This is an optimization exercise on Yosys and OpenROAD, whose aim is small area and a short achievable clock period, not a production implementation. RTL that was checked went through simulation tests only; none was proved equivalent to the original. Only the layout flow was run in runs 1 and 2; the RTL was not checked for function there. Power and IR drop assume default switching activity.

**flow/flow/abc.script**
```
strash
dch
map -D 4500
buffer -c
topo
stime -c
upsize -c
dnsize -c
```
**flow/design.v**
```verilog
module add1(
	input clk,
	input operation,
	input [15:0] x,y,
	output [15:0] z,
	input [2:0]counter
	);
wire xs = x[15], ys = y[15];
wire [4:0] xe = x[14:10], ye = y[14:10];
wire [10:0] X = {1'b1, x[9:0]};
wire [10:0] Y = {1'b1, y[9:0]};
reg z_sign;
reg [4:0] z_exp;
reg [9:0] z_m;
assign z = {z_sign, z_exp, z_m};
wire [9:0] xm = x[9:0], ym = y[9:0];
wire ppn0_0 = ~(xm[0] & ym[0]);
wire ppn0_1 = ~(xm[0] & ym[1]);
wire ppn0_2 = ~(xm[0] & ym[2]);
wire ppn0_3 = ~(xm[0] & ym[3]);
wire ppn0_4 = ~(xm[0] & ym[4]);
wire ppn0_5 = ~(xm[0] & ym[5]);
wire ppn0_6 = ~(xm[0] & ym[6]);
wire ppn0_7 = ~(xm[0] & ym[7]);
wire ppn0_8 = ~(xm[0] & ym[8]);
wire ppn0_9 = ~(xm[0] & ym[9]);
wire ppn1_0 = ~(xm[1] & ym[0]);
wire ppn1_1 = ~(xm[1] & ym[1]);
wire ppn1_2 = ~(xm[1] & ym[2]);
wire ppn1_3 = ~(xm[1] & ym[3]);
wire ppn1_4 = ~(xm[1] & ym[4]);
wire ppn1_5 = ~(xm[1] & ym[5]);
wire ppn1_6 = ~(xm[1] & ym[6]);
wire ppn1_7 = ~(xm[1] & ym[7]);
wire ppn1_8 = ~(xm[1] & ym[8]);
wire ppn1_9 = ~(xm[1] & ym[9]);
wire ppn2_0 = ~(xm[2] & ym[0]);
wire ppn2_1 = ~(xm[2] & ym[1]);
wire ppn2_2 = ~(xm[2] & ym[2]);
wire ppn2_3 = ~(xm[2] & ym[3]);
wire ppn2_4 = ~(xm[2] & ym[4]);
wire ppn2_5 = ~(xm[2] & ym[5]);
wire ppn2_6 = ~(xm[2] & ym[6]);
wire ppn2_7 = ~(xm[2] & ym[7]);
wire ppn2_8 = ~(xm[2] & ym[8]);
wire ppn2_9 = ~(xm[2] & ym[9]);
wire ppn3_0 = ~(xm[3] & ym[0]);
wire ppn3_1 = ~(xm[3] & ym[1]);
wire ppn3_2 = ~(xm[3] & ym[2]);
wire ppn3_3 = ~(xm[3] & ym[3]);
wire ppn3_4 = ~(xm[3] & ym[4]);
wire ppn3_5 = ~(xm[3] & ym[5]);
wire ppn3_6 = ~(xm[3] & ym[6]);
wire ppn3_7 = ~(xm[3] & ym[7]);
wire ppn3_8 = ~(xm[3] & ym[8]);
wire ppn3_9 = ~(xm[3] & ym[9]);
wire ppn4_0 = ~(xm[4] & ym[0]);
wire ppn4_1 = ~(xm[4] & ym[1]);
wire ppn4_2 = ~(xm[4] & ym[2]);
wire ppn4_3 = ~(xm[4] & ym[3]);
wire ppn4_4 = ~(xm[4] & ym[4]);
wire ppn4_5 = ~(xm[4] & ym[5]);
wire ppn4_6 = ~(xm[4] & ym[6]);
wire ppn4_7 = ~(xm[4] & ym[7]);
wire ppn4_8 = ~(xm[4] & ym[8]);
wire ppn4_9 = ~(xm[4] & ym[9]);
wire ppn5_0 = ~(xm[5] & ym[0]);
wire ppn5_1 = ~(xm[5] & ym[1]);
wire ppn5_2 = ~(xm[5] & ym[2]);
wire ppn5_3 = ~(xm[5] & ym[3]);
wire ppn5_4 = ~(xm[5] & ym[4]);
wire ppn5_5 = ~(xm[5] & ym[5]);
wire ppn5_6 = ~(xm[5] & ym[6]);
wire ppn5_7 = ~(xm[5] & ym[7]);
wire ppn5_8 = ~(xm[5] & ym[8]);
wire ppn5_9 = ~(xm[5] & ym[9]);
wire ppn6_0 = ~(xm[6] & ym[0]);
wire ppn6_1 = ~(xm[6] & ym[1]);
wire ppn6_2 = ~(xm[6] & ym[2]);
wire ppn6_3 = ~(xm[6] & ym[3]);
wire ppn6_4 = ~(xm[6] & ym[4]);
wire ppn6_5 = ~(xm[6] & ym[5]);
wire ppn6_6 = ~(xm[6] & ym[6]);
wire ppn6_7 = ~(xm[6] & ym[7]);
wire ppn6_8 = ~(xm[6] & ym[8]);
wire ppn6_9 = ~(xm[6] & ym[9]);
wire ppn7_0 = ~(xm[7] & ym[0]);
wire ppn7_1 = ~(xm[7] & ym[1]);
wire ppn7_2 = ~(xm[7] & ym[2]);
wire ppn7_3 = ~(xm[7] & ym[3]);
wire ppn7_4 = ~(xm[7] & ym[4]);
wire ppn7_5 = ~(xm[7] & ym[5]);
wire ppn7_6 = ~(xm[7] & ym[6]);
wire ppn7_7 = ~(xm[7] & ym[7]);
wire ppn7_8 = ~(xm[7] & ym[8]);
wire ppn7_9 = ~(xm[7] & ym[9]);
wire ppn8_0 = ~(xm[8] & ym[0]);
wire ppn8_1 = ~(xm[8] & ym[1]);
wire ppn8_2 = ~(xm[8] & ym[2]);
wire ppn8_3 = ~(xm[8] & ym[3]);
wire ppn8_4 = ~(xm[8] & ym[4]);
wire ppn8_5 = ~(xm[8] & ym[5]);
wire ppn8_6 = ~(xm[8] & ym[6]);
wire ppn8_7 = ~(xm[8] & ym[7]);
wire ppn8_8 = ~(xm[8] & ym[8]);
wire ppn8_9 = ~(xm[8] & ym[9]);
wire ppn9_0 = ~(xm[9] & ym[0]);
wire ppn9_1 = ~(xm[9] & ym[1]);
wire ppn9_2 = ~(xm[9] & ym[2]);
wire ppn9_3 = ~(xm[9] & ym[3]);
wire ppn9_4 = ~(xm[9] & ym[4]);
wire ppn9_5 = ~(xm[9] & ym[5]);
wire ppn9_6 = ~(xm[9] & ym[6]);
wire ppn9_7 = ~(xm[9] & ym[7]);
wire ppn9_8 = ~(xm[9] & ym[8]);
wire ppn9_9 = ~(xm[9] & ym[9]);
wire [9:0] xmn = ~xm, ymn = ~ym;
wire tn1 = ~(ppn0_9 ^ ppn1_8);
wire tn2 = ppn0_9 | ppn1_8;
wire tn3, tn4;
add1_fa u_tn3 (.A(ppn1_9), .B(ppn2_8), .CIN(ppn3_7), .COUT(tn4), .SUM(tn3));
wire tn5 = ~(ppn4_6 ^ ppn5_5);
wire tn6 = ppn4_6 | ppn5_5;
wire tn7, tn8;
add1_fa u_tn7 (.A(ppn2_9), .B(ppn3_8), .CIN(ppn4_7), .COUT(tn8), .SUM(tn7));
wire tn9 = ~(ppn5_6 ^ ppn6_5);
wire tn10 = ppn5_6 | ppn6_5;
wire tn11, tn12;
add1_fa u_tn11 (.A(ppn3_9), .B(ppn4_8), .CIN(ppn5_7), .COUT(tn12), .SUM(tn11));
wire tn13 = ~(ppn0_6 ^ ppn1_5);
wire tn14 = ppn0_6 | ppn1_5;
wire tn15, tn16;
add1_fa u_tn15 (.A(ppn0_7), .B(ppn1_6), .CIN(ppn2_5), .COUT(tn16), .SUM(tn15));
wire tn17 = ~(ppn3_4 ^ ppn4_3);
wire tn18 = ppn3_4 | ppn4_3;
wire tn19, tn20;
add1_fa u_tn19 (.A(ppn0_8), .B(ppn1_7), .CIN(ppn2_6), .COUT(tn20), .SUM(tn19));
wire tn21, tn22;
add1_fa u_tn21 (.A(ppn3_5), .B(ppn4_4), .CIN(ppn5_3), .COUT(tn22), .SUM(tn21));
wire tn23 = ~(ppn6_2 ^ ppn7_1);
wire tn24 = ppn6_2 | ppn7_1;
wire tn25, tn26;
add1_fa u_tn25 (.A(ppn2_7), .B(ppn3_6), .CIN(ppn4_5), .COUT(tn26), .SUM(tn25));
wire tn27, tn28;
add1_fa u_tn27 (.A(ppn5_4), .B(ppn6_3), .CIN(ppn7_2), .COUT(tn28), .SUM(tn27));
wire tn29, tn30;
add1_fa u_tn29 (.A(ppn8_1), .B(ppn9_0), .CIN(tn1), .COUT(tn30), .SUM(tn29));
wire tn31, tn32;
add1_fa u_tn31 (.A(ppn6_4), .B(ppn7_3), .CIN(ppn8_2), .COUT(tn32), .SUM(tn31));
wire tn33, tn34;
add1_fa u_tn33 (.A(ppn9_1), .B(xmn[0]), .CIN(ymn[0]), .COUT(tn34), .SUM(tn33));
wire tn35, tn36;
add1_fa u_tn35 (.A(tn2), .B(tn3), .CIN(tn5), .COUT(tn36), .SUM(tn35));
wire tn37, tn38;
add1_fa u_tn37 (.A(ppn7_4), .B(ppn8_3), .CIN(ppn9_2), .COUT(tn38), .SUM(tn37));
wire tn39, tn40;
add1_fa u_tn39 (.A(xmn[1]), .B(ymn[1]), .CIN(tn4), .COUT(tn40), .SUM(tn39));
wire tn41, tn42;
add1_fa u_tn41 (.A(tn6), .B(tn7), .CIN(tn9), .COUT(tn42), .SUM(tn41));
wire tn43, tn44;
add1_fa u_tn43 (.A(ppn6_6), .B(ppn7_5), .CIN(ppn8_4), .COUT(tn44), .SUM(tn43));
wire tn45, tn46;
add1_fa u_tn45 (.A(ppn9_3), .B(xmn[2]), .CIN(ymn[2]), .COUT(tn46), .SUM(tn45));
wire tn47, tn48;
add1_fa u_tn47 (.A(tn8), .B(tn10), .CIN(tn11), .COUT(tn48), .SUM(tn47));
wire tn49, tn50;
add1_fa u_tn49 (.A(ppn4_9), .B(ppn5_8), .CIN(ppn6_7), .COUT(tn50), .SUM(tn49));
wire tn51, tn52;
add1_fa u_tn51 (.A(ppn7_6), .B(ppn8_5), .CIN(ppn9_4), .COUT(tn52), .SUM(tn51));
wire tn53, tn54;
add1_fa u_tn53 (.A(xmn[3]), .B(ymn[3]), .CIN(tn12), .COUT(tn54), .SUM(tn53));
wire tn55, tn56;
add1_fa u_tn55 (.A(ppn5_9), .B(ppn6_8), .CIN(ppn7_7), .COUT(tn56), .SUM(tn55));
wire tn57, tn58;
add1_fa u_tn57 (.A(ppn8_6), .B(ppn9_5), .CIN(xmn[4]), .COUT(tn58), .SUM(tn57));
wire tn59, tn60;
add1_fa u_tn59 (.A(ppn6_9), .B(ppn7_8), .CIN(ppn8_7), .COUT(tn60), .SUM(tn59));
wire tn61 = ~(ppn0_4 ^ ppn1_3);
wire tn62 = ppn0_4 | ppn1_3;
wire tn63, tn64;
add1_fa u_tn63 (.A(ppn0_5), .B(ppn1_4), .CIN(ppn2_3), .COUT(tn64), .SUM(tn63));
wire tn65 = ~(ppn3_2 ^ ppn4_1);
wire tn66 = ppn3_2 | ppn4_1;
wire tn67, tn68;
add1_fa u_tn67 (.A(ppn2_4), .B(ppn3_3), .CIN(ppn4_2), .COUT(tn68), .SUM(tn67));
wire tn69, tn70;
add1_fa u_tn69 (.A(ppn5_1), .B(ppn6_0), .CIN(tn13), .COUT(tn70), .SUM(tn69));
wire tn71, tn72;
add1_fa u_tn71 (.A(ppn5_2), .B(ppn6_1), .CIN(ppn7_0), .COUT(tn72), .SUM(tn71));
wire tn73, tn74;
add1_fa u_tn73 (.A(tn14), .B(tn15), .CIN(tn17), .COUT(tn74), .SUM(tn73));
wire tn75, tn76;
add1_fa u_tn75 (.A(ppn8_0), .B(tn16), .CIN(tn18), .COUT(tn76), .SUM(tn75));
wire tn77, tn78;
add1_fa u_tn77 (.A(tn19), .B(tn21), .CIN(tn23), .COUT(tn78), .SUM(tn77));
wire tn79, tn80;
add1_fa u_tn79 (.A(tn20), .B(tn22), .CIN(tn24), .COUT(tn80), .SUM(tn79));
wire tn81, tn82;
add1_fa u_tn81 (.A(tn25), .B(tn27), .CIN(tn29), .COUT(tn82), .SUM(tn81));
wire tn83, tn84;
add1_fa u_tn83 (.A(tn26), .B(tn28), .CIN(tn30), .COUT(tn84), .SUM(tn83));
wire tn85, tn86;
add1_fa u_tn85 (.A(tn31), .B(tn33), .CIN(tn35), .COUT(tn86), .SUM(tn85));
wire tn87, tn88;
add1_fa u_tn87 (.A(tn32), .B(tn34), .CIN(tn36), .COUT(tn88), .SUM(tn87));
wire tn89, tn90;
add1_fa u_tn89 (.A(tn37), .B(tn39), .CIN(tn41), .COUT(tn90), .SUM(tn89));
wire tn91, tn92;
add1_fa u_tn91 (.A(tn38), .B(tn40), .CIN(tn42), .COUT(tn92), .SUM(tn91));
wire tn93, tn94;
add1_fa u_tn93 (.A(tn43), .B(tn45), .CIN(tn47), .COUT(tn94), .SUM(tn93));
wire tn95, tn96;
add1_fa u_tn95 (.A(tn44), .B(tn46), .CIN(tn48), .COUT(tn96), .SUM(tn95));
wire tn97, tn98;
add1_fa u_tn97 (.A(tn49), .B(tn51), .CIN(tn53), .COUT(tn98), .SUM(tn97));
wire tn99, tn100;
add1_fa u_tn99 (.A(ymn[4]), .B(tn50), .CIN(tn52), .COUT(tn100), .SUM(tn99));
wire tn101, tn102;
add1_fa u_tn101 (.A(tn54), .B(tn55), .CIN(tn57), .COUT(tn102), .SUM(tn101));
wire tn103, tn104;
add1_fa u_tn103 (.A(ppn9_6), .B(xmn[5]), .CIN(ymn[5]), .COUT(tn104), .SUM(tn103));
wire tn105, tn106;
add1_fa u_tn105 (.A(tn56), .B(tn58), .CIN(tn59), .COUT(tn106), .SUM(tn105));
wire tn107, tn108;
add1_fa u_tn107 (.A(ppn7_9), .B(ppn8_8), .CIN(ppn9_7), .COUT(tn108), .SUM(tn107));
wire tn109, tn110;
add1_fa u_tn109 (.A(xmn[6]), .B(ymn[6]), .CIN(tn60), .COUT(tn110), .SUM(tn109));
wire tn111, tn112;
add1_fa u_tn111 (.A(ppn8_9), .B(ppn9_8), .CIN(xmn[7]), .COUT(tn112), .SUM(tn111));
wire tn113 = ~(ppn0_3 ^ ppn1_2);
wire tn114 = ppn0_3 | ppn1_2;
wire tn115, tn116;
add1_fa u_tn115 (.A(ppn2_2), .B(ppn3_1), .CIN(ppn4_0), .COUT(tn116), .SUM(tn115));
wire tn117, tn118;
add1_fa u_tn117 (.A(ppn5_0), .B(tn62), .CIN(tn63), .COUT(tn118), .SUM(tn117));
wire tn119, tn120;
add1_fa u_tn119 (.A(tn64), .B(tn66), .CIN(tn67), .COUT(tn120), .SUM(tn119));
wire tn121, tn122;
add1_fa u_tn121 (.A(tn68), .B(tn70), .CIN(tn71), .COUT(tn122), .SUM(tn121));
wire tn123, tn124;
add1_fa u_tn123 (.A(tn72), .B(tn74), .CIN(tn75), .COUT(tn124), .SUM(tn123));
wire tn125, tn126;
add1_fa u_tn125 (.A(tn76), .B(tn78), .CIN(tn79), .COUT(tn126), .SUM(tn125));
wire tn127, tn128;
add1_fa u_tn127 (.A(tn80), .B(tn82), .CIN(tn83), .COUT(tn128), .SUM(tn127));
wire tn129, tn130;
add1_fa u_tn129 (.A(tn84), .B(tn86), .CIN(tn87), .COUT(tn130), .SUM(tn129));
wire tn131, tn132;
add1_fa u_tn131 (.A(tn88), .B(tn90), .CIN(tn91), .COUT(tn132), .SUM(tn131));
wire tn133, tn134;
add1_fa u_tn133 (.A(tn92), .B(tn94), .CIN(tn95), .COUT(tn134), .SUM(tn133));
wire tn135, tn136;
add1_fa u_tn135 (.A(tn96), .B(tn98), .CIN(tn99), .COUT(tn136), .SUM(tn135));
wire tn137, tn138;
add1_fa u_tn137 (.A(tn100), .B(tn102), .CIN(tn103), .COUT(tn138), .SUM(tn137));
wire tn139, tn140;
add1_fa u_tn139 (.A(tn104), .B(tn106), .CIN(tn107), .COUT(tn140), .SUM(tn139));
wire tn141, tn142;
add1_fa u_tn141 (.A(ymn[7]), .B(tn108), .CIN(tn110), .COUT(tn142), .SUM(tn141));
wire tn143, tn144;
add1_fa u_tn143 (.A(ppn9_9), .B(xmn[8]), .CIN(ymn[8]), .COUT(tn144), .SUM(tn143));
wire tn145 = ~(ppn0_2 ^ ppn1_1);
wire tn146 = ppn0_2 | ppn1_1;
wire tn147, tn148;
add1_fa u_tn147 (.A(ppn2_1), .B(ppn3_0), .CIN(tn113), .COUT(tn148), .SUM(tn147));
wire tn149, tn150;
add1_fa u_tn149 (.A(tn61), .B(tn114), .CIN(tn115), .COUT(tn150), .SUM(tn149));
wire tn151, tn152;
add1_fa u_tn151 (.A(tn65), .B(tn116), .CIN(tn117), .COUT(tn152), .SUM(tn151));
wire tn153, tn154;
add1_fa u_tn153 (.A(tn69), .B(tn118), .CIN(tn119), .COUT(tn154), .SUM(tn153));
wire tn155, tn156;
add1_fa u_tn155 (.A(tn73), .B(tn120), .CIN(tn121), .COUT(tn156), .SUM(tn155));
wire tn157, tn158;
add1_fa u_tn157 (.A(tn77), .B(tn122), .CIN(tn123), .COUT(tn158), .SUM(tn157));
wire tn159, tn160;
add1_fa u_tn159 (.A(tn81), .B(tn124), .CIN(tn125), .COUT(tn160), .SUM(tn159));
wire tn161, tn162;
add1_fa u_tn161 (.A(tn85), .B(tn126), .CIN(tn127), .COUT(tn162), .SUM(tn161));
wire tn163, tn164;
add1_fa u_tn163 (.A(tn89), .B(tn128), .CIN(tn129), .COUT(tn164), .SUM(tn163));
wire tn165, tn166;
add1_fa u_tn165 (.A(tn93), .B(tn130), .CIN(tn131), .COUT(tn166), .SUM(tn165));
wire tn167, tn168;
add1_fa u_tn167 (.A(tn97), .B(tn132), .CIN(tn133), .COUT(tn168), .SUM(tn167));
wire tn169, tn170;
add1_fa u_tn169 (.A(tn101), .B(tn134), .CIN(tn135), .COUT(tn170), .SUM(tn169));
wire tn171, tn172;
add1_fa u_tn171 (.A(tn105), .B(tn136), .CIN(tn137), .COUT(tn172), .SUM(tn171));
wire tn173, tn174;
add1_fa u_tn173 (.A(tn109), .B(tn138), .CIN(tn139), .COUT(tn174), .SUM(tn173));
wire tn175, tn176;
add1_fa u_tn175 (.A(tn111), .B(tn140), .CIN(tn141), .COUT(tn176), .SUM(tn175));
wire tn177, tn178;
add1_fa u_tn177 (.A(tn112), .B(tn142), .CIN(tn143), .COUT(tn178), .SUM(tn177));
wire tn179, tn180;
add1_fa u_tn179 (.A(xmn[9]), .B(ymn[9]), .CIN(tn144), .COUT(tn180), .SUM(tn179));
wire [21:0] mr0 = {1'b0, ~tn180, ~tn178, ~tn176, ~tn174, ~tn172, ~tn170, ~tn168, ~tn166, ~tn164, ~tn162, ~tn160, ~tn158, ~tn156, ~tn154, ~tn152, ~tn150, ~tn148, ~tn146, ~ppn2_0, ~ppn0_1, ~ppn0_0};
wire [21:0] mr1 = {1'b0, 1'b1, ~tn179, ~tn177, ~tn175, ~tn173, ~tn171, ~tn169, ~tn167, ~tn165, ~tn163, ~tn161, ~tn159, ~tn157, ~tn155, ~tn153, ~tn151, ~tn149, ~tn147, ~tn145, ~ppn1_0, 1'b0};
wire [4:0] m_e0 = xe + ye + 5'd17;
wire [4:0] m_e1 = xe + ye + 5'd18;
wire [9:0] m_man;
wire [4:0] m_exp;
add1_mcpa u_mcpa (.mr0(mr0), .mr1(mr1), .e0(m_e0), .e1(m_e1), .m_man(m_man), .m_exp(m_exp));
wire m_zero = (x == 16'h0000) | (y == 16'h0000);
wire [5:0] dxy = {1'b0, xe} - {1'b0, ye};
wire [5:0] dyx = {1'b0, ye} - {1'b0, xe};
wire gt = dyx[5];                  
wire lt = dxy[5] ;                  
wire [4:0] sh = lt ? dyx[4:0] : dxy[4:0];
wire [10:0] B = lt ? Y : X;
wire [10:0] Sm = lt ? X : Y;
wire [10:0] S = Sm >> sh;
wire [4:0] ea = lt ? ye : xe;
wire sa = gt ? xs : (lt ? ys : 1'b0);
wire negB = lt ? ys : xs;
wire diff = xs ^ ys;
wire inv = diff;                
wire cin = diff & negB;         
wire oinv = diff & ~negB;       
wire [11:0] Sx = {1'b0, S} ^ {12{inv}};
wire [11:0] Ba = {1'b0, B};
wire ac_g0 = Ba[0] & Sx[0];
wire ac_p0 = Ba[0] ^ Sx[0];
wire ac_g1 = Ba[1] & Sx[1];
wire ac_p1 = Ba[1] ^ Sx[1];
wire ac_g2 = Ba[2] & Sx[2];
wire ac_p2 = Ba[2] ^ Sx[2];
wire ac_g3 = Ba[3] & Sx[3];
wire ac_p3 = Ba[3] ^ Sx[3];
wire ac_g4 = Ba[4] & Sx[4];
wire ac_p4 = Ba[4] ^ Sx[4];
wire ac_g5 = Ba[5] & Sx[5];
wire ac_p5 = Ba[5] ^ Sx[5];
wire ac_g6 = Ba[6] & Sx[6];
wire ac_p6 = Ba[6] ^ Sx[6];
wire ac_g7 = Ba[7] & Sx[7];
wire ac_p7 = Ba[7] ^ Sx[7];
wire ac_g8 = Ba[8] & Sx[8];
wire ac_p8 = Ba[8] ^ Sx[8];
wire ac_g9 = Ba[9] & Sx[9];
wire ac_p9 = Ba[9] ^ Sx[9];
wire ac_g10 = Ba[10] & Sx[10];
wire ac_p10 = Ba[10] ^ Sx[10];
wire ac_g11 = Ba[11] & Sx[11];
wire ac_p11 = Ba[11] ^ Sx[11];
wire ac_G0c = ac_g0 | (ac_p0 & cin);
wire ac_G0_1 = ac_g1 | (ac_p1 & ac_G0c);
wire ac_P0_1 = ac_p1 & ac_p0;
wire ac_G0_3 = ac_g3 | (ac_p3 & ac_g2);
wire ac_P0_3 = ac_p3 & ac_p2;
wire ac_G0_5 = ac_g5 | (ac_p5 & ac_g4);
wire ac_P0_5 = ac_p5 & ac_p4;
wire ac_G0_7 = ac_g7 | (ac_p7 & ac_g6);
wire ac_P0_7 = ac_p7 & ac_p6;
wire ac_G0_9 = ac_g9 | (ac_p9 & ac_g8);
wire ac_P0_9 = ac_p9 & ac_p8;
wire ac_G0_11 = ac_g11 | (ac_p11 & ac_g10);
wire ac_P0_11 = ac_p11 & ac_p10;
wire ac_G1_2 = ac_g2 | (ac_p2 & ac_G0_1);
wire ac_P1_2 = ac_p2 & ac_P0_1;
wire ac_G1_3 = ac_G0_3 | (ac_P0_3 & ac_G0_1);
wire ac_P1_3 = ac_P0_3 & ac_P0_1;
wire ac_G1_6 = ac_g6 | (ac_p6 & ac_G0_5);
wire ac_P1_6 = ac_p6 & ac_P0_5;
wire ac_G1_7 = ac_G0_7 | (ac_P0_7 & ac_G0_5);
wire ac_P1_7 = ac_P0_7 & ac_P0_5;
wire ac_G1_10 = ac_g10 | (ac_p10 & ac_G0_9);
wire ac_P1_10 = ac_p10 & ac_P0_9;
wire ac_G1_11 = ac_G0_11 | (ac_P0_11 & ac_G0_9);
wire ac_P1_11 = ac_P0_11 & ac_P0_9;
wire ac_G2_4 = ac_g4 | (ac_p4 & ac_G1_3);
wire ac_P2_4 = ac_p4 & ac_P1_3;
wire ac_G2_5 = ac_G0_5 | (ac_P0_5 & ac_G1_3);
wire ac_P2_5 = ac_P0_5 & ac_P1_3;
wire ac_G2_6 = ac_G1_6 | (ac_P1_6 & ac_G1_3);
wire ac_P2_6 = ac_P1_6 & ac_P1_3;
wire ac_G2_7 = ac_G1_7 | (ac_P1_7 & ac_G1_3);
wire ac_P2_7 = ac_P1_7 & ac_P1_3;
wire ac_G3_8 = ac_g8 | (ac_p8 & ac_G2_7);
wire ac_P3_8 = ac_p8 & ac_P2_7;
wire ac_G3_9 = ac_G0_9 | (ac_P0_9 & ac_G2_7);
wire ac_P3_9 = ac_P0_9 & ac_P2_7;
wire ac_G3_10 = ac_G1_10 | (ac_P1_10 & ac_G2_7);
wire ac_P3_10 = ac_P1_10 & ac_P2_7;
wire ac_G3_11 = ac_G1_11 | (ac_P1_11 & ac_G2_7);
wire ac_P3_11 = ac_P1_11 & ac_P2_7;
wire [11:0] sum = {(ac_p11 ^ ac_G3_10), (ac_p10 ^ ac_G3_9), (ac_p9 ^ ac_G3_8), (ac_p8 ^ ac_G2_7), (ac_p7 ^ ac_G2_6), (ac_p6 ^ ac_G2_5), (ac_p5 ^ ac_G2_4), (ac_p4 ^ ac_G1_3), (ac_p3 ^ ac_G1_2), (ac_p2 ^ ac_G0_1), (ac_p1 ^ ac_G0c), (ac_p0 ^ cin)};
wire [11:0] H0 = sum ^ {12{oinv}};
wire Szero = (S == 11'd0);
wire [11:0] H = {H0[11] & ~(oinv & Szero), H0[10:0]};
reg [9:0] a_man;
reg [4:0] a_exp;
reg a_keep;
always @* begin
	a_keep = 1'b0;
	a_man = H[9:0];
	a_exp = ea;
	if (H[11]) begin
		a_man = H[10:1] + {9'd0, H[0]};
		a_exp = ea + 5'd1;
	end else if (H[10]) begin
		a_man = H[9:0];
	end else if (H[9]) begin
		a_man = {H[8:0], 1'b0};
		a_exp = ea - 5'd1;
	end else if (H[8]) begin
		a_man = H[9:0];
		a_exp = ea - 5'd2;
	end else begin
		a_keep = 1'b1;
	end
	if (H == 12'd0 && !sa) begin
		a_exp = 5'd0;
		a_man = 10'd0;
		a_keep = 1'b0;
	end
end
wire a_zero = (x == 16'h0000) & (y == 16'h0000);
always @(posedge clk) begin
	if (counter == 3'd0) begin
		if (operation) begin
			z_sign <= m_zero ? 1'b0 : xs ^ ys;
			z_exp <= m_zero ? 5'd0 : m_exp;
			z_m <= m_zero ? 10'd0 : m_man;
		end else begin
			z_sign <= a_zero ? 1'b0 : sa;
			z_exp <= a_zero ? 5'd0 : a_exp;
			if (a_zero) z_m <= 10'd0;
			else if (!a_keep) z_m <= a_man;
		end
	end
end
endmodule
module add1_mcpa(input [21:0] mr0, input [21:0] mr1, input [4:0] e0, input [4:0] e1,
                 output [9:0] m_man, output [4:0] m_exp);
wire mc_g0 = mr0[0] & mr1[0];
wire mc_p0 = mr0[0] ^ mr1[0];
wire mc_g1 = mr0[1] & mr1[1];
wire mc_p1 = mr0[1] ^ mr1[1];
wire mc_g2 = mr0[2] & mr1[2];
wire mc_p2 = mr0[2] ^ mr1[2];
wire mc_g3 = mr0[3] & mr1[3];
wire mc_p3 = mr0[3] ^ mr1[3];
wire mc_g4 = mr0[4] & mr1[4];
wire mc_p4 = mr0[4] ^ mr1[4];
wire mc_g5 = mr0[5] & mr1[5];
wire mc_p5 = mr0[5] ^ mr1[5];
wire mc_g6 = mr0[6] & mr1[6];
wire mc_p6 = mr0[6] ^ mr1[6];
wire mc_g7 = mr0[7] & mr1[7];
wire mc_p7 = mr0[7] ^ mr1[7];
wire mc_g8 = mr0[8] & mr1[8];
wire mc_p8 = mr0[8] ^ mr1[8];
wire mc_g9 = mr0[9] & mr1[9];
wire mc_p9 = mr0[9] ^ mr1[9];
wire mc_g10 = mr0[10] & mr1[10];
wire mc_p10 = mr0[10] ^ mr1[10];
wire mc_g11 = mr0[11] & mr1[11];
wire mc_p11 = mr0[11] ^ mr1[11];
wire mc_g12 = mr0[12] & mr1[12];
wire mc_p12 = mr0[12] ^ mr1[12];
wire mc_g13 = mr0[13] & mr1[13];
wire mc_p13 = mr0[13] ^ mr1[13];
wire mc_g14 = mr0[14] & mr1[14];
wire mc_p14 = mr0[14] ^ mr1[14];
wire mc_g15 = mr0[15] & mr1[15];
wire mc_p15 = mr0[15] ^ mr1[15];
wire mc_g16 = mr0[16] & mr1[16];
wire mc_p16 = mr0[16] ^ mr1[16];
wire mc_g17 = mr0[17] & mr1[17];
wire mc_p17 = mr0[17] ^ mr1[17];
wire mc_g18 = mr0[18] & mr1[18];
wire mc_p18 = mr0[18] ^ mr1[18];
wire mc_g19 = mr0[19] & mr1[19];
wire mc_p19 = mr0[19] ^ mr1[19];
wire mc_g20 = mr0[20] & mr1[20];
wire mc_p20 = mr0[20] ^ mr1[20];
wire mc_g21 = mr0[21] & mr1[21];
wire mc_p21 = mr0[21] ^ mr1[21];
wire mc_G0_1 = mc_g1 | (mc_p1 & mc_g0);
wire mc_P0_1 = mc_p1 & mc_p0;
wire mc_G0_3 = mc_g3 | (mc_p3 & mc_g2);
wire mc_P0_3 = mc_p3 & mc_p2;
wire mc_G0_5 = mc_g5 | (mc_p5 & mc_g4);
wire mc_P0_5 = mc_p5 & mc_p4;
wire mc_G0_7 = mc_g7 | (mc_p7 & mc_g6);
wire mc_P0_7 = mc_p7 & mc_p6;
wire mc_G0_9 = mc_g9 | (mc_p9 & mc_g8);
wire mc_P0_9 = mc_p9 & mc_p8;
wire mc_G0_11 = mc_g11 | (mc_p11 & mc_g10);
wire mc_P0_11 = mc_p11 & mc_p10;
wire mc_G0_13 = mc_g13 | (mc_p13 & mc_g12);
wire mc_P0_13 = mc_p13 & mc_p12;
wire mc_G0_15 = mc_g15 | (mc_p15 & mc_g14);
wire mc_P0_15 = mc_p15 & mc_p14;
wire mc_G0_17 = mc_g17 | (mc_p17 & mc_g16);
wire mc_P0_17 = mc_p17 & mc_p16;
wire mc_G0_19 = mc_g19 | (mc_p19 & mc_g18);
wire mc_P0_19 = mc_p19 & mc_p18;
wire mc_G0_21 = mc_g21 | (mc_p21 & mc_g20);
wire mc_P0_21 = mc_p21 & mc_p20;
wire mc_G1_2 = mc_g2 | (mc_p2 & mc_G0_1);
wire mc_P1_2 = mc_p2 & mc_P0_1;
wire mc_G1_3 = mc_G0_3 | (mc_P0_3 & mc_G0_1);
wire mc_P1_3 = mc_P0_3 & mc_P0_1;
wire mc_G1_6 = mc_g6 | (mc_p6 & mc_G0_5);
wire mc_P1_6 = mc_p6 & mc_P0_5;
wire mc_G1_7 = mc_G0_7 | (mc_P0_7 & mc_G0_5);
wire mc_P1_7 = mc_P0_7 & mc_P0_5;
wire mc_G1_10 = mc_g10 | (mc_p10 & mc_G0_9);
wire mc_P1_10 = mc_p10 & mc_P0_9;
wire mc_G1_11 = mc_G0_11 | (mc_P0_11 & mc_G0_9);
wire mc_P1_11 = mc_P0_11 & mc_P0_9;
wire mc_G1_14 = mc_g14 | (mc_p14 & mc_G0_13);
wire mc_P1_14 = mc_p14 & mc_P0_13;
wire mc_G1_15 = mc_G0_15 | (mc_P0_15 & mc_G0_13);
wire mc_P1_15 = mc_P0_15 & mc_P0_13;
wire mc_G1_18 = mc_g18 | (mc_p18 & mc_G0_17);
wire mc_P1_18 = mc_p18 & mc_P0_17;
wire mc_G1_19 = mc_G0_19 | (mc_P0_19 & mc_G0_17);
wire mc_P1_19 = mc_P0_19 & mc_P0_17;
wire mc_G2_4 = mc_g4 | (mc_p4 & mc_G1_3);
wire mc_P2_4 = mc_p4 & mc_P1_3;
wire mc_G2_5 = mc_G0_5 | (mc_P0_5 & mc_G1_3);
wire mc_P2_5 = mc_P0_5 & mc_P1_3;
wire mc_G2_6 = mc_G1_6 | (mc_P1_6 & mc_G1_3);
wire mc_P2_6 = mc_P1_6 & mc_P1_3;
wire mc_G2_7 = mc_G1_7 | (mc_P1_7 & mc_G1_3);
wire mc_P2_7 = mc_P1_7 & mc_P1_3;
wire mc_G2_12 = mc_g12 | (mc_p12 & mc_G1_11);
wire mc_P2_12 = mc_p12 & mc_P1_11;
wire mc_G2_13 = mc_G0_13 | (mc_P0_13 & mc_G1_11);
wire mc_P2_13 = mc_P0_13 & mc_P1_11;
wire mc_G2_14 = mc_G1_14 | (mc_P1_14 & mc_G1_11);
wire mc_P2_14 = mc_P1_14 & mc_P1_11;
wire mc_G2_15 = mc_G1_15 | (mc_P1_15 & mc_G1_11);
wire mc_P2_15 = mc_P1_15 & mc_P1_11;
wire mc_G2_20 = mc_g20 | (mc_p20 & mc_G1_19);
wire mc_P2_20 = mc_p20 & mc_P1_19;
wire mc_G2_21 = mc_G0_21 | (mc_P0_21 & mc_G1_19);
wire mc_P2_21 = mc_P0_21 & mc_P1_19;
wire mc_G3_8 = mc_g8 | (mc_p8 & mc_G2_7);
wire mc_P3_8 = mc_p8 & mc_P2_7;
wire mc_G3_9 = mc_G0_9 | (mc_P0_9 & mc_G2_7);
wire mc_P3_9 = mc_P0_9 & mc_P2_7;
wire mc_G3_10 = mc_G1_10 | (mc_P1_10 & mc_G2_7);
wire mc_P3_10 = mc_P1_10 & mc_P2_7;
wire mc_G3_11 = mc_G1_11 | (mc_P1_11 & mc_G2_7);
wire mc_P3_11 = mc_P1_11 & mc_P2_7;
wire mc_G3_12 = mc_G2_12 | (mc_P2_12 & mc_G2_7);
wire mc_P3_12 = mc_P2_12 & mc_P2_7;
wire mc_G3_13 = mc_G2_13 | (mc_P2_13 & mc_G2_7);
wire mc_P3_13 = mc_P2_13 & mc_P2_7;
wire mc_G3_14 = mc_G2_14 | (mc_P2_14 & mc_G2_7);
wire mc_P3_14 = mc_P2_14 & mc_P2_7;
wire mc_G3_15 = mc_G2_15 | (mc_P2_15 & mc_G2_7);
wire mc_P3_15 = mc_P2_15 & mc_P2_7;
wire mc_G4_16 = mc_g16 | (mc_p16 & mc_G3_15);
wire mc_P4_16 = mc_p16 & mc_P3_15;
wire mc_G4_17 = mc_G0_17 | (mc_P0_17 & mc_G3_15);
wire mc_P4_17 = mc_P0_17 & mc_P3_15;
wire mc_G4_18 = mc_G1_18 | (mc_P1_18 & mc_G3_15);
wire mc_P4_18 = mc_P1_18 & mc_P3_15;
wire mc_G4_19 = mc_G1_19 | (mc_P1_19 & mc_G3_15);
wire mc_P4_19 = mc_P1_19 & mc_P3_15;
wire mc_G4_20 = mc_G2_20 | (mc_P2_20 & mc_G3_15);
wire mc_P4_20 = mc_P2_20 & mc_P3_15;
wire mc_G4_21 = mc_G2_21 | (mc_P2_21 & mc_G3_15);
wire mc_P4_21 = mc_P2_21 & mc_P3_15;
wire [21:0] P = {(mc_p21 ^ mc_G4_20), (mc_p20 ^ mc_G4_19), (mc_p19 ^ mc_G4_18), (mc_p18 ^ mc_G4_17), (mc_p17 ^ mc_G4_16), (mc_p16 ^ mc_G3_15), (mc_p15 ^ mc_G3_14), (mc_p14 ^ mc_G3_13), (mc_p13 ^ mc_G3_12), (mc_p12 ^ mc_G3_11), (mc_p11 ^ mc_G3_10), (mc_p10 ^ mc_G3_9), (mc_p9 ^ mc_G3_8), (mc_p8 ^ mc_G2_7), (mc_p7 ^ mc_G2_6), (mc_p6 ^ mc_G2_5), (mc_p5 ^ mc_G2_4), (mc_p4 ^ mc_G1_3), (mc_p3 ^ mc_G1_2), (mc_p2 ^ mc_G0_1), (mc_p1 ^ mc_g0), (mc_p0 ^ 1'b0)};
wire mh = P[21];
assign m_man = mh ? P[20:11] : P[19:10];
assign m_exp = mh ? e1 : e0;
endmodule
module add1_fa(input A, input B, input CIN, output COUT, output SUM);
assign SUM = A ^ B ^ CIN;
assign COUT = (A & B) | (A & CIN) | (B & CIN);
endmodule
```
**flow/constraint.sdc**
```tcl
create_clock -name core_clock -period 8.5 [get_ports {clk}]
set_input_delay 1.7000 -clock core_clock [delete_from_list [all_inputs] [get_ports {clk}]]
set_output_delay 1.7000 -clock core_clock [all_outputs]
set_load 0.01 [all_outputs]
```
**flow/flow/patch_synth.py**
```python
import sys
s = open(sys.argv[1]).read()
def rep(old, new):
    global s
    assert s.count(old) == 1, old
    s = s.replace(old, new)
# the design's full adder module (add1_fa) becomes the library's full adder cell
rep("hierarchy -check -top $::env(DESIGN_NAME)\n",
    "hierarchy -check -top $::env(DESIGN_NAME)\n"
    "chtype -map add1_fa sky130_fd_sc_hd__fa_1\n"
    "hierarchy -check -top $::env(DESIGN_NAME)\n")
# keep the design's modules apart until after ABC (synth_recipe.tcl flattens at the end)
rep("  synth -flatten -run :fine {*}$synth_full_args\n", "  synth -run :fine {*}$synth_full_args\n")
# no other adder extraction
rep("  extract_fa {*}[dont_use_extract_fa_args]\n", "")
# final ABC mapping: the fast modules with one script, the rest with another
rep("  log_cmd abc {*}$abc_args\n",
    "  foreach m $::env(MY_FAST_MODULES) {\n"
    "    log_cmd abc {*}[lreplace $abc_args 1 1 $::env(MY_ABC_SCRIPT_FAST)] $m\n"
    "  }\n"
    "  log_cmd abc {*}[lreplace $abc_args 1 1 $::env(MY_ABC_SCRIPT)] $::env(DESIGN_NAME)\n")
open(sys.argv[2], 'w').write(s)
```
**flow/config.mk**
```make
export PLATFORM = sky130hd
export DESIGN_NAME = add1
export DESIGN_NICKNAME = add1
export VERILOG_FILES = /design/flow/design.v
export SDC_FILE = /design/flow/constraint.sdc
export NUM_CORES = 4
export LEC_CHECK = 0
export CAP_MARGIN = 20
export CORE_MARGIN = 2
export CORE_UTILIZATION = 40
export PLACE_DENSITY = 0.6
export SLEW_MARGIN = 20
```
**flow/flow/abc_fast.script**
```
strash
dch
map -D 1500
buffer -c
topo
stime -c
upsize -c
dnsize -c
```
**flow/flow/run.sh**
```bash
#!/bin/bash
# Own layout flow: the standard ORFS flow (standard.sh) with these changes:
#  - synthesis is synth_recipe.tcl with ORFS synth.tcl patched by flow/patch_synth.py:
#    the RTL's full adder module add1_fa becomes the library full adder cell, no other
#    adder extraction, modules kept apart until after ABC (synth_recipe.tcl flattens them
#    at the end), and ABC maps add1_mcpa (the multiplier's final adder) with
#    flow/abc_fast.script and the rest with flow/abc.script;
#  - ports are buffered with sky130_fd_sc_hd__buf_1.
# The registers and their names are those of the standard synthesis.
# Each tool's output goes to a log in this folder (and ORFS's own logs under orfs/logs).
set -euo pipefail
W=$PWD
python3 flow/patch_synth.py "$FLOW_HOME/scripts/synth.tcl" "$W/flow_synth_mod.tcl" > patch.log 2>&1
sed "s#source \$::env(SCRIPTS_DIR)/synth.tcl#source $W/flow_synth_mod.tcl#" synth_recipe.tcl > flow_synth.tcl
grep -q "flow_synth_mod.tcl" flow_synth.tcl
export MY_ABC_SCRIPT=$W/flow/abc.script
export MY_ABC_SCRIPT_FAST=$W/flow/abc_fast.script
export MY_FAST_MODULES=add1_mcpa
bash standard.sh SYNTH_SCRIPT=$W/flow_synth.tcl synth > flow_synth.log 2>&1
bash standard.sh SYNTH_SCRIPT=$W/flow_synth.tcl "BUFFER_PORTS_ARGS=-buffer_cell sky130_fd_sc_hd__buf_1" finish > flow_layout.log 2>&1
test -f out/final.def
```
**flow/standard.sh**
```bash
#!/bin/bash
# synth_recipe.tcl (not shown) runs the flow's synth.tcl, then flattens the netlist and writes it again
# the make line also repeats each setting of config.mk as NAME=value (left out here)
make -C /OpenROAD-flow-scripts/flow DESIGN_CONFIG=/design/flow/config.mk WORK_HOME=/design/flow/orfs CLKGATE_MAP_FILE= SYNTH_SCRIPT=/design/flow/synth_recipe.tcl "${@:-finish}"
```
==> impl_metrics.ini, run 1 <==
[worst_setup_path]
crit_required_ns = 8.45
cpMaxStageDelayCell = buf_4
crit_buf_inv = 9
startpoint = x[13]
path_max_fanout = 53
crit_path_frequent_cell = nor2_1
cp_top_family = simple AND/OR/NAND/NOR gates
cp-start-kind = input pin
crit_cells = 33
arrival_ns = 7.59
max_stage_delay_ns = 0.43
path_class = input pin to flip-flop
crit_path_end = z_m[4]
end_kind = flip-flop

[route]
highest_layer = met4
drc = 0
met1_length_um = 8290
postRouteAntennaNets = 0
vias = 6163
drt-initial-drc-count = 490
routed_wl_um = 18200
drtPass1Iterations = 5
wl_met3_um = 1190
dr_wl_met2_um = 8430
wl_per_cell_um = 15.3
avgViaCountPerCell = 5.18

[sta]
hold_viol = 0
rsz0062_at_grt = no
max_freq_mhz = 131
max_slew_margin = 0.392
tightest_slew_ns = 0.906
period_share = 0.899
timing.final.crit_period_ns = 7.64
finalSetupViolations = 0
fin_ws_ns = 0.862
slew_violations = 0
setup_tns_ns = 0

[synthesis]
yosysTopAreaCell = fa_1
syn_area_per_cell_um2 = 6.63
yosysTopAreaCellShare = 0.255
synthFlopType = edfxtp_1
synthTopCellsByCount = 216 x nand2_1, 145 x inv_1, 123 x nor2_1
seq_area_frac_synth = 0.0766
synth_area_leaders = fa_1 26%, nand2_1 13%, inv_1 8.7%
syn_inst = 946
synth_area_um2 = 6270
yosysMostFrequentCell = nand2_1
ys_warn_count = 1
synth_cell_type_count = 63
synth_edf_count = 16
synthArstFlopShare = 0
ys_seq_elements = 16

[floorplan]
die_h_um = 129
die_w_um = 129
start_util = 0.411
die_area_um2 = 16700
rows = 45
ios = 53
core_area_um2 = 15300

[clock_network]
cts_inserted_buffers = 3
cts_sinks = 16
clock-root-buffer = clkbuf_16
cts_setup_buffers = 0
ctsLongestPathBuffers = 2
cts_tree = yes
cts.repair.resized = 0
clkTransAtPathRegs_ns = 0.05
hold_buffers = 0
htreeDepth = 1

[placement]
gp_congestion = 0.916
dp_hpwl_um = 14800
io_buffers = 52
pre_cts_slack_ns = 0.654

[outcome]
status = complete, no violations

[grt]
grt_pass1_vias = 6131
grtUsageTotal = 0.230
grt-ovfl-total = 0
grt_max_degree = 54
antenna_found_initial = 0
grt_pass1_wl_um = 30500

[layout]
drive_gt1_frac = 0.0593
nets = 1096
syn_to_final_growth_pct = 7.03
n_antenna_cell = 0
fin_util = 0.440

[power]
total_power_mw = 1.88
power.density_nw_per_um2 = 281
peakVddDrop_mv = 0.178
power.leakage_nw = 2.96

[hold_path]
hold_class = input pin to flip-flop

[job]
maxCapViolCount = 0
-- per-module statistics from Yosys, one instance, submodules excluded --
module,copies in the design,cells,flops+latches
add1,1,782,16
add1_mcpa,1,164,0
-- area by class of cell --
type	instances	area [um^2]
Fill cell	1620	8550
Clock inverter	1	3.75
Inverter	158	593
Timing Repair Buffer	60	255
Clock buffer	3	75.1
Tap cell	211	264
Sequential cell	16	480
Multi-Input combinational cell	740	5040
-- worst min path at each step --
stage               slack, ns  cells after the start  startpoint     end
global placement         2.10                      2  counter[2]  z_sign
finish                   1.86                      2  counter[0]  z_sign
CTS                      1.86                      2  counter[2]  z_sign
floorplan                1.92                      1   operation  z_m[0]
global route             1.88                      2  counter[2]  z_sign
detailed placement       2.11                      2  counter[2]  z_sign
-- layout by cell type, fill, tap and decap left out, types with 3 or more instances in the layout --
master and instances:
buf_1 52, clkbuf_16 3, nand3_1 17, edfxtp_1 16, o22ai_1 14, inv_1 145, a21oi_1 44, o21ai_0 73
and2_1 5, xor2_1 38, buf_4 8, a31oi_1 3, xnor2_1 13, xor2_2 5, inv_2 10, nand4_1 15
o21ai_2 3, nor3_1 14, a21oi_2 3, conb_1 5, nor2_2 3, nand2_2 4, nor4_1 9, nor2_1 123
o21ai_1 7, or2_2 5, clkinv_1 4, nand2_1 216, fa_1 80
-- where the power goes --
group | switching [mW] | total, mW | internal, mW
Combinational | 1.07 | 1.66 | 0.594
Sequential | 0.00462 | 0.130 | 0.126
Clock | 0.0277 | 0.0899 | 0.0622
Total | 1.10 | 1.88 | 0.782
-- through the flow --
step | area [um^2] | cells | hold slack, ns
after floorplan | 6280 | 949 | 1.92
after global placement | 6630 | 1185 | 2.10
after detailed placement | 6630 | 1185 | 2.11
after CTS | 6710 | 1189 | 1.86
after global routing | 6710 | 1189 | 1.88
final | 6710 | 1189 | 1.86
-- cell families after synthesis --
family,after synthesis,share of synthesized area
xor gates and xnor gates,56,0.0842
adders and majority gates,80,0.255
muxes,2,0.00319
AOI/OAI and AO/OA,178,0.173
buffers and inverters,193,0.122
other,2,0.00120
and+or+nand+nor,419,0.285
DFF,16,0.0766
-- state kept, by name, indices dropped and copies added (netlist names) --
register / count
z_sign: 1
z_m: 10
z_exp: 5
-- per-layer routing --
metal / vias up / track usage
li1: 3067 / -
met1: 2863 / 0.325
met2: 209 / 0.385
met3: 24 / 0.0318
met4: 0 / 0.0345
met5: - / 0
==> inputs of run 2 (changes only) <==
==> flow/flow/abc.script (replaced) <==
strash
dch
map -D 3000
buffer -c
topo
stime -c
upsize -c
dnsize -c
==> run 2 against run 1 <==
Power rose by 6.5%. Critical path type unchanged. Clock power is 4.1% higher. Sequential power barely moved. Final area grew 4.9%. Combinational power is 7% higher. Synthesized cell count grew 3.2%. Die area up 5.2%. Sequential cell count stayed put.
==> impl_metrics.ini, run 2 <==
[sta]
tightest_slew_ns = 1.02
slew_violations = 0
fin_ws_ns = 1.17
finalSetupViolations = 0
max_freq_mhz = 136
setup_tns_ns = 0
period_share = 0.862
max_slew_margin = 0.317
hold_ws_ns = 1.86
hold_viol = 0
timing.final.crit_period_ns = 7.33
rsz0062_at_grt = no

[floorplan]
die_h_um = 132
die_area_um2 = 17600
rows = 46
die_w_um = 132
start_util = 0.413
core_area_um2 = 16000
ios = 53

[synthesis]
syn_area_per_cell_um2 = 6.77
synth_cell_type_count = 67
ys_seq_elements = 16
ys_warn_count = 1
synthArstFlopShare = 0
synthFlopType = edfxtp_1
synth_area_leaders = fa_1 24%, nand2_1 14%, inv_1 7.3%
yosysTopAreaCell = fa_1
synth_edf_count = 16
yosysTopAreaCellShare = 0.243
seq_area_frac_synth = 0.0728
yosysMostFrequentCell = nand2_1
synth_area_um2 = 6600
synthTopCellsByCount = 244 x nand2_1, 129 x inv_1, 112 x nor2_1
syn_inst = 976

[layout]
mostFrequentLayoutCell = nand2_1
drive_gt1_frac = 0.0637
fin_area_um2 = 7040
multiInputGateArea_um2 = 5400
nets = 1123
largest_register_ffs = 10
fin_util = 0.440
final_cell_mix = 244 x nand2_1, 129 x inv_1, 112 x nor2_1
reg_top3 = z_m: 10 flops, z_exp: 5 flops, z_sign: 1 flops
seqCellArea_um2 = 480
largest-register = z_m
stdcell_count = 1222
syn_to_final_growth_pct = 6.56
fillers = 1740

[route]
wl_per_cell_um = 16.4
drc = 0
drt-initial-drc-count = 554
vias = 6502
avgViaCountPerCell = 5.32
postRouteAntennaNets = 0
routed_wl_um = 20000
drtPass1Iterations = 5

[worst_setup_path]
cp-start-kind = input pin
crit_required_ns = 8.37
path_max_fanout = 53
path_class = input pin to flip-flop
end_kind = flip-flop
startpoint = y[11]
arrival_ns = 7.20

[job]
maxCapViolCount = 0

[clock_network]
htreeDepth = 1
cts_inserted_buffers = 3
cts_sinks = 16
cts_setup_buffers = 0
hold_buffers = 0
cts.repair.resized = 0
ctsLongestPathBuffers = 2
cts_tree = yes
clock-root-buffer = clkbuf_16
clkTransAtPathRegs_ns = 0.05

[power]
power.leakage_nw = 3.12
p_clk_frac = 0.047
p_comb_frac = 0.889
power.density_nw_per_um2 = 285
total_power_mw = 2.01
peakVddDrop_mv = 0.233
swShare = 0.593
seqPwrFrac = 0.065
p_switching_mw = 1.19
intPower_mw = 0.816

[hold_path]
hold_class = input pin to flip-flop
holdCritStartpoint = counter[2]

[grt]
antenna_found_initial = 1
grt-ovfl-total = 0
grt_max_degree = 54
grtUsageTotal = 0.232
grt_pass1_wl_um = 33100
grt_pass1_vias = 6298

[placement]
io_buffers = 52
gp_congestion = 0.944
post-place-cells = 1217
pre_cts_slack_ns = 0.959
place_area_um2 = 6960
dp_hpwl_um = 16200

[outcome]
status = complete, no violations
[run 2: changes by cell type after synthesis, sizes merged, moves of 10 or more]
cell and delta:
a21oi -13, inv -19, nand2 +35, nand3 +16, nor2 -10, xor2 -11
[run 2: kinds of logic (layout without fill, tap and decap cells)]
family	count (synthesis)	in the layout	share of synthesized area
and+or+nand+nor	469	469	0.313
buffers and inverters	180	206	0.111
AOI/OAI and AO/OA	177	177	0.169
adders and majority gates	80	80	0.243
xor gates and xnor gates	50	50	0.0883
DFF	16	16	0.0728
other	2	6	0.00114
muxes	2	2	0.00303
[run 2: modules after synthesis (local to each module, per instance)]
module | cell area, um^2 | cells inside | flip-flops and latches | copies in the design
add1_mcpa | 882 | 164 | 0 | 1
add1 | 5720 | 812 | 16 | 1
[run 2: layer usage]
metal | up-vias | wire, um | share of wire | track usage
li1 | 3212 | - | - | -
met1 | 3022 | 9260 | 0.46 | 0.346
met2 | 242 | 8930 | 0.45 | 0.363
met3 | 26 | 1390 | 0.069 | 0.0295
met4 | 0 | 446 | 0.022 | 0.0448
met5 | - | 0 | 0 | 0
[run 2: cell type report]
cell class	instances	share of cell area
Tap cell	216	0.0384
Antenna cell	1	0.000356
Timing Repair Buffer	63	0.0395
Sequential cell	16	0.0683
Clock buffer	3	0.0107
Inverter	139	0.0745
Clock inverter	1	0.000533
Multi-Input combinational cell	783	0.768
[run 2: path summary, 6_finish.rpt]
kind	cells past startpoint	slack (ns)	to
hold / removal	2	1.86	z_exp[3]
setup / recovery	25	1.17	z_m[6]
[run 2: power by group through the flow]
stage | sequential, mW | clock [mW] | combinational (mW)
5_1_grt | 0.131 | 0.0976 | 2.01
4_1_cts | 0.130 | 0.0942 | 1.78
3_3_place_gp | 0.132 | 0 | 1.77
3_5_place_dp | 0.132 | 0 | 1.77
6_report | 0.130 | 0.0936 | 1.78
2_1_floorplan | 0.136 | 0 | 1.37
[run 2: critical path, cell delays in order]
cell	delay, ns
buf_1	0.29
inv_1	0.10
nand2_1	0.17
a21oi_1	0.11
nand2_1	0.08
nand2_2	0.08
nor2_8	0.51
nor2_1	0.14
a21oi_4	0.18
xor2_2	0.34
o21ai_0	0.22
o211ai_1	0.22
nand2_1	0.11
xor2_1	0.18
nand2_1	0.15
a31oi_4	0.13
o311ai_4	0.37
a31oi_4	0.22
o21ai_2	0.22
nand2_1	0.07
nand3_1	0.08
nand2_2	0.22
nor2_2	0.24
a31oi_2	0.24
a31oi_1	0.80
==> inputs of run 3 (changes only) <==
--- a/flow/design.v
+++ b/flow/design.v
@@ -311,4 +311,5 @@
 wire [10:0] B = lt ? Y : X;
-wire [10:0] Sm = lt ? X : Y;
-wire [10:0] S = Sm >> sh;
+wire [10:0] Xsh = X >> dyx[4:0];
+wire [10:0] Ysh = Y >> dxy[4:0];
+wire [10:0] S = lt ? Xsh : Ysh;
 wire [4:0] ea = lt ? ye : xe;
@@ -317,7 +318,7 @@
 wire diff = xs ^ ys;
-wire inv = diff;                
-wire cin = diff & negB;         
-wire oinv = diff & ~negB;       
-wire [11:0] Sx = {1'b0, S} ^ {12{inv}};
-wire [11:0] Ba = {1'b0, B};
+wire invS = diff & negB;        
+wire invB = diff & ~negB;       
+wire cin = diff;
+wire [11:0] Sx = {1'b0, S} ^ {12{invS}};
+wire [11:0] Ba = {1'b0, B} ^ {12{invB}};
 wire ac_g0 = Ba[0] & Sx[0];
@@ -388,5 +389,4 @@
 wire [11:0] sum = {(ac_p11 ^ ac_G3_10), (ac_p10 ^ ac_G3_9), (ac_p9 ^ ac_G3_8), (ac_p8 ^ ac_G2_7), (ac_p7 ^ ac_G2_6), (ac_p6 ^ ac_G2_5), (ac_p5 ^ ac_G2_4), (ac_p4 ^ ac_G1_3), (ac_p3 ^ ac_G1_2), (ac_p2 ^ ac_G0_1), (ac_p1 ^ ac_G0c), (ac_p0 ^ cin)};
-wire [11:0] H0 = sum ^ {12{oinv}};
-wire Szero = (S == 11'd0);
-wire [11:0] H = {H0[11] & ~(oinv & Szero), H0[10:0]};
+wire Szero = (sh > 5'd10);
+wire [11:0] H = {sum[11] & ~(invB & Szero), sum[10:0]};
 reg [9:0] a_man;
==> flow/flow/abc.script (replaced) <==
strash
dch
map -D 4500
buffer -c
topo
stime -c
upsize -c
dnsize -c
==> run 3 against run 2 <==
Sequential share of layout area fell by 0.074 points. Via count rose by 3.3%. Routed wire length rose by 1.3%. Combinational power fell by 8%. Clock power fell by 7.7%. Still clean on timing, DRC and antenna. Final cell count rose by 4.2%. Die area rose by 1.2%. First-iteration DRC count rose by 14%. Hold slack improved by 0.030 ns. Critical path depth rose by 12. Sequential cell count did not move.
==> impl_metrics.ini, run 3 <==
[worst_setup_path]
cpMaxStageDelayCell = a21boi_1
max_stage_delay_ns = 0.70
crit_required_ns = 8.36
cp-start-kind = input pin
crit_path_end = z_m[5]
path_max_fanout = 25
crit_path_frequent_cell = inv_2
path_class = input pin to flip-flop
end_kind = flip-flop
arrival_ns = 7.20
startpoint = y[11]

[synthesis]
synthArstFlopShare = 0
synth_area_um2 = 6680
syn_area_per_cell_um2 = 6.51
yosys.area_share.adder = 0.240
synth_top_family_by_area = simple AND/OR/NAND/NOR gates
synthMuxAreaShare = 0.00300
syn_inst = 1026
synth_compound_area_frac = 0.170
yosysTopAreaCell = fa_1
synth_area_leaders = fa_1 24%, nand2_1 14%, edfxtp_1 7.2%
synth_cell_type_count = 61
yosysMostFrequentCell = nand2_1
seq_area_frac_synth = 0.0719
yosys.area_share.simple = 0.322
yosysTopAreaCellShare = 0.240
synthFlopType = edfxtp_1
synthTopCellsByCount = 247 x nand2_1, 127 x inv_1, 118 x nor2_1
ys_seq_elements = 16
ys_warn_count = 1
synth_edf_count = 16
synth_xor_area_frac = 0.0719

[hold_path]
hold_class = input pin to flip-flop

[clock_network]
cts.repair.resized = 0
cts_inserted_buffers = 3
htreeDepth = 1
clock-root-buffer = clkbuf_16
cts_sinks = 16
clkTransAtPathRegs_ns = 0.04
ctsLongestPathBuffers = 2
hold_buffers = 0
cts_tree = yes
cts_setup_buffers = 0

[sta]
max_freq_mhz = 136
hold_ws_ns = 1.89
period_share = 0.863
rsz0062_at_grt = no
timing.final.crit_period_ns = 7.34
hold_viol = 0
slew_violations = 0
setup_tns_ns = 0
fin_ws_ns = 1.16
max_slew_margin = 0.389
tightest_slew_ns = 0.914
finalSetupViolations = 0

[placement]
io_buffers = 52
dp_hpwl_um = 16200
pre_cts_slack_ns = 0.913
post-place-cells = 1270
place_area_um2 = 7040
gp_congestion = 0.948

[grt]
grt_pass1_vias = 6602
antenna_found_initial = 0
grt_max_degree = 46
grtUsageTotal = 0.235
grt-ovfl-total = 0
grt_pass1_wl_um = 33700

[layout]
n_antenna_cell = 0
syn_to_final_growth_pct = 6.44
mostFrequentLayoutCell = nand2_1
reg_top3 = z_m: 10 flops, z_exp: 5 flops, z_sign: 1 flops
stdcell_count = 1273
final_cell_mix = 247 x nand2_1, 127 x inv_1, 118 x nor2_1
fin_area_um2 = 7110
fin_util = 0.432
largest-register = z_m
largest_register_ffs = 10
drive_gt1_frac = 0.0959
nets = 1172

[floorplan]
start_util = 0.406
die_w_um = 133
core_area_um2 = 16500
rows = 47
die_h_um = 133
die_area_um2 = 17800
ios = 53

[outcome]
status = complete, no violations

[route]
postRouteAntennaNets = 0
routed_wl_um = 20300
avgViaCountPerCell = 5.28
drtPass1Iterations = 5
drt-initial-drc-count = 629
vias = 6719
drc = 0
wl_per_cell_um = 15.9

[job]
maxCapViolCount = 0

[power]
power.density_nw_per_um2 = 260
total_power_mw = 1.85
power.leakage_nw = 3.12
peakVddDrop_mv = 0.147
==> run 3: area by class of cell <==
type | instances | area [um^2]
Fill cell | 1792 | 9350
Sequential cell | 16 | 480
Timing Repair Buffer | 61 | 263
Multi-Input combinational cell | 810 | 5410
Inverter | 163 | 614
Tap cell | 220 | 275
Clock buffer | 3 | 75.1
==> run 3: how the worst min path moves through the flow <==
stage               slack, ns  cells after the start       start        to
floorplan                1.92                      1   operation    z_m[0]
global placement         2.14                      3  counter[2]    z_sign
detailed placement       2.14                      3  counter[2]    z_sign
CTS                      1.90                      3  counter[2]    z_sign
global route             1.92                      3  counter[2]  z_exp[0]
finish                   1.89                      3  counter[2]  z_exp[4]
==> run 3: cell families (layout without fill, tap and decap cells) <==
group,after synthesis,in the layout
AO/OA/AOI/OAI,194,194
adder cells (fa/ha/maj),80,80
XOR/XNOR,54,54
buffers and inverters,203,227
other,2,5
flip-flops,16,16
multiplexers,2,2
AND/OR/NAND/NOR,475,475
==> run 3: modules after synthesis (local to each module, per instance) <==
module,area [um^2],times used,cells inside
add1,5800,1,862
add1_mcpa,882,1,164
==> run 3: worst max-delay path: cells and delay by family <==
kind,cells,cell delay [ns]
and+or+nand+nor,24,3.11
AOI/OAI and AO/OA,4,1.16
buffers and inverters,8,0.95
xor gates and xnor gates,1,0.29
==> run 3: per-layer routing <==
metal / track usage / vias to the layer above / part of all wire
li1: - / 3310 / -
met3: 0.0164 / 30 / 0.064
met1: 0.312 / 3116 / 0.43
met2: 0.419 / 263 / 0.49
met4: 0.0538 / 0 / 0.020
met5: 0 / - / 0
==> run 3: power breakdown <==
group          total [mW]  internal, mW  switching [mW]
logic                1.64         0.575            1.07
clock network      0.0864        0.0614          0.0250
registers           0.126         0.122         0.00383
==> inputs of run 4 (changes only) <==
==> flow/flow/abc.script (replaced) <==
strash
dch
map -D 6000
buffer -c
topo
stime -c
upsize -c
dnsize -c
==> run 4 against run 3 <==
Synthesized cell count is the same. Count of clock-buffer cells in the layout unchanged. Final area unchanged. Highest routed layer unchanged. Setup slack did not move. Non-clock buffer count is the same.
==> impl_metrics.ini, run 4 <==
[outcome]
status = complete, no violations

[sta]
max_freq_mhz = 136
rsz0062_at_grt = no
tightest_slew_ns = 0.914
max_slew_margin = 0.389
period_share = 0.863
hold_ws_ns = 1.89
setup_tns_ns = 0
hold_viol = 0
finalSetupViolations = 0
slew_violations = 0
fin_ws_ns = 1.16
timing.final.crit_period_ns = 7.34

[worst_setup_path]
end_kind = flip-flop
cpMaxStageDelayCell = a21boi_1
crit_required_ns = 8.36
crit_path_frequent_cell = inv_2
path_max_fanout = 25
cp-start-kind = input pin
arrival_ns = 7.20
path_class = input pin to flip-flop
max_stage_delay_ns = 0.70

[hold_path]
holdCritStartpoint = counter[2]
hold_path_depth = 3
hold_class = input pin to flip-flop
hold-path-endpoint = z_exp[4]

[floorplan]
die_w_um = 133
die_h_um = 133
die_area_um2 = 17800
start_util = 0.406
core_area_um2 = 16500
ios = 53
rows = 47

[synthesis]
synth_area_leaders = fa_1 24%, nand2_1 14%, edfxtp_1 7.2%
synth_cell_type_count = 61
yosysMostFrequentCell = nand2_1
syn_area_per_cell_um2 = 6.51
yosysTopAreaCellShare = 0.240
synth_edf_count = 16
ys_seq_elements = 16
syn_inst = 1026
synthFlopType = edfxtp_1
seq_area_frac_synth = 0.0719
yosysTopAreaCell = fa_1
synth_area_um2 = 6680
synthArstFlopShare = 0
ys_warn_count = 1
synthTopCellsByCount = 247 x nand2_1, 127 x inv_1, 118 x nor2_1

[placement]
pre_cts_slack_ns = 0.913
gp_congestion = 0.948
io_buffers = 52
dp_hpwl_um = 16200

[layout]
reg_top3 = z_m: 10 flops, z_exp: 5 flops, z_sign: 1 flops
syn_to_final_growth_pct = 6.44
n_antenna_cell = 0
mostFrequentLayoutCell = nand2_1
fin_util = 0.432
largest_register_ffs = 10
final_cell_mix = 247 x nand2_1, 127 x inv_1, 118 x nor2_1
drive_gt1_frac = 0.0959
nets = 1172
largest-register = z_m

[power]
total_power_mw = 1.85
power.density_nw_per_um2 = 260
power.leakage_nw = 3.12
peakVddDrop_mv = 0.147

[clock_network]
clkTransAtPathRegs_ns = 0.04
cts_inserted_buffers = 3
cts_sinks = 16
htreeDepth = 1
cts_setup_buffers = 0
cts_tree = yes
hold_buffers = 0
ctsLongestPathBuffers = 2
cts.repair.resized = 0
clock-root-buffer = clkbuf_16

[route]
wl_per_cell_um = 15.9
drtPass1Iterations = 5
postRouteAntennaNets = 0
routed_wl_um = 20300
drt-initial-drc-count = 629
vias = 6719
drc = 0
avgViaCountPerCell = 5.28

[grt]
grt-ovfl-total = 0
grt_pass1_wl_um = 33700
grtUsageTotal = 0.235
antenna_found_initial = 0
grt_pass1_vias = 6602
grt_max_degree = 46

[job]
maxCapViolCount = 0
[run 4: worst max-delay path by stage]
stage	from	to	cells after the start
after floorplan	x[1]	z_m[1]	22
after global placement	y[11]	z_m[0]	37
after detailed placement	y[11]	z_m[4]	37
after CTS	y[11]	z_m[7]	37
after global routing	y[11]	z_m[3]	37
final	y[11]	z_m[5]	37
[run 4: report_power, final]
part	internal (mW)	total [mW]	leakage [nW]	switching [mW]
Combinational	0.575	1.64	2.94	1.07
Sequential	0.122	0.126	0.144	0.00383
Clock	0.0614	0.0864	0.0370	0.0250
[run 4: through the flow]
step | instances | instance area (um^2)
global placement | 1270 | 7040
global route | 1273 | 7110
detailed placement | 1270 | 7040
CTS | 1273 | 7110
finish | 1273 | 7110
floorplan | 1029 | 6700
[run 4: cells by family (layout without fill, tap and decap cells)]
logic type,Yosys count,in the layout,share of synthesized area
adder cells (fa/ha/maj),80,80,0.240
XOR/XNOR,54,54,0.0719
other,2,5,0.00112
multiplexers,2,2,0.00300
AND/OR/NAND/NOR,475,475,0.322
flip-flops,16,16,0.0719
AO/OA/AOI/OAI,194,194,0.170
buffers and inverters,203,227,0.121
[run 4: per-layer routing]
metal | vias up | global-route usage | share of wire
met3 | 30 | 0.0164 | 0.064
met1 | 3116 | 0.312 | 0.43
met4 | 0 | 0.0538 | 0.020
met2 | 263 | 0.419 | 0.49
li1 | 3310 | - | -
met5 | - | 0 | 0
[run 4: worst max-delay path: cells and delay by family]
| kind | cells | cell delay (ns) |
|---|---|---|
| AO/OA/AOI/OAI | 4 | 1.16 |
| XOR/XNOR | 1 | 0.29 |
| buffers and inverters | 8 | 0.95 |
| AND/OR/NAND/NOR | 24 | 3.11 |
[run 4: area by class of cell]
| type | count | area [um^2] |
|---|---|---|
| fillers | 1792 | 9350 |
| multi-input cells | 810 | 5410 |
| inverters | 163 | 614 |
| flip-flops and latches | 16 | 480 |
| well taps | 220 | 275 |
| repair buffers | 61 | 263 |
| clock buffers | 3 | 75.1 |
[run 4: per-module statistics from Yosys, one instance, submodules excluded]
module	cell area, um^2	copies in the design	cells inside	flip-flops and latches
add1_mcpa	882	1	164	0
add1	5800	1	862	16

## afterwards: timing with drivers on the ports
Ports are ideal in the flow. The routed layouts listed here were re-timed in OpenROAD. Step 1, drivers: a clkbuf_16 drives clk and a buf_2 each remaining input, both assumed. Step 2 also shifts input and output timing later by t, the mid clock arrival at the registers, as if the neighbouring blocks saw the same clock. a / b / c = no drivers / after step 1 / after step 2; a / b = the first two.
run | t (ns) | slack for setup (ns) | worst hold slack (ns) | worst slew at a driven data input, ns
run 1 | 0.273 | 0.862 / 0.857 / 0.585 | 1.856 / 1.849 / 2.122 | 0.04
run 2 | 0.280 | 1.170 / 1.175 / 0.895 | 1.864 / 1.859 / 2.138 | 0.10
run 3 | 0.264 | 1.162 / 1.160 / 0.896 | 1.894 / 1.889 / 2.153 | 0.04
run 4 | 0.264 | 1.162 / 1.160 / 0.896 | 1.894 / 1.889 / 2.153 | 0.04
After both steps every run listed still meets setup and hold. The setup slack of run 1, which loses most, moves by -0.005 ns with the drivers and by -0.277 ns with both steps.
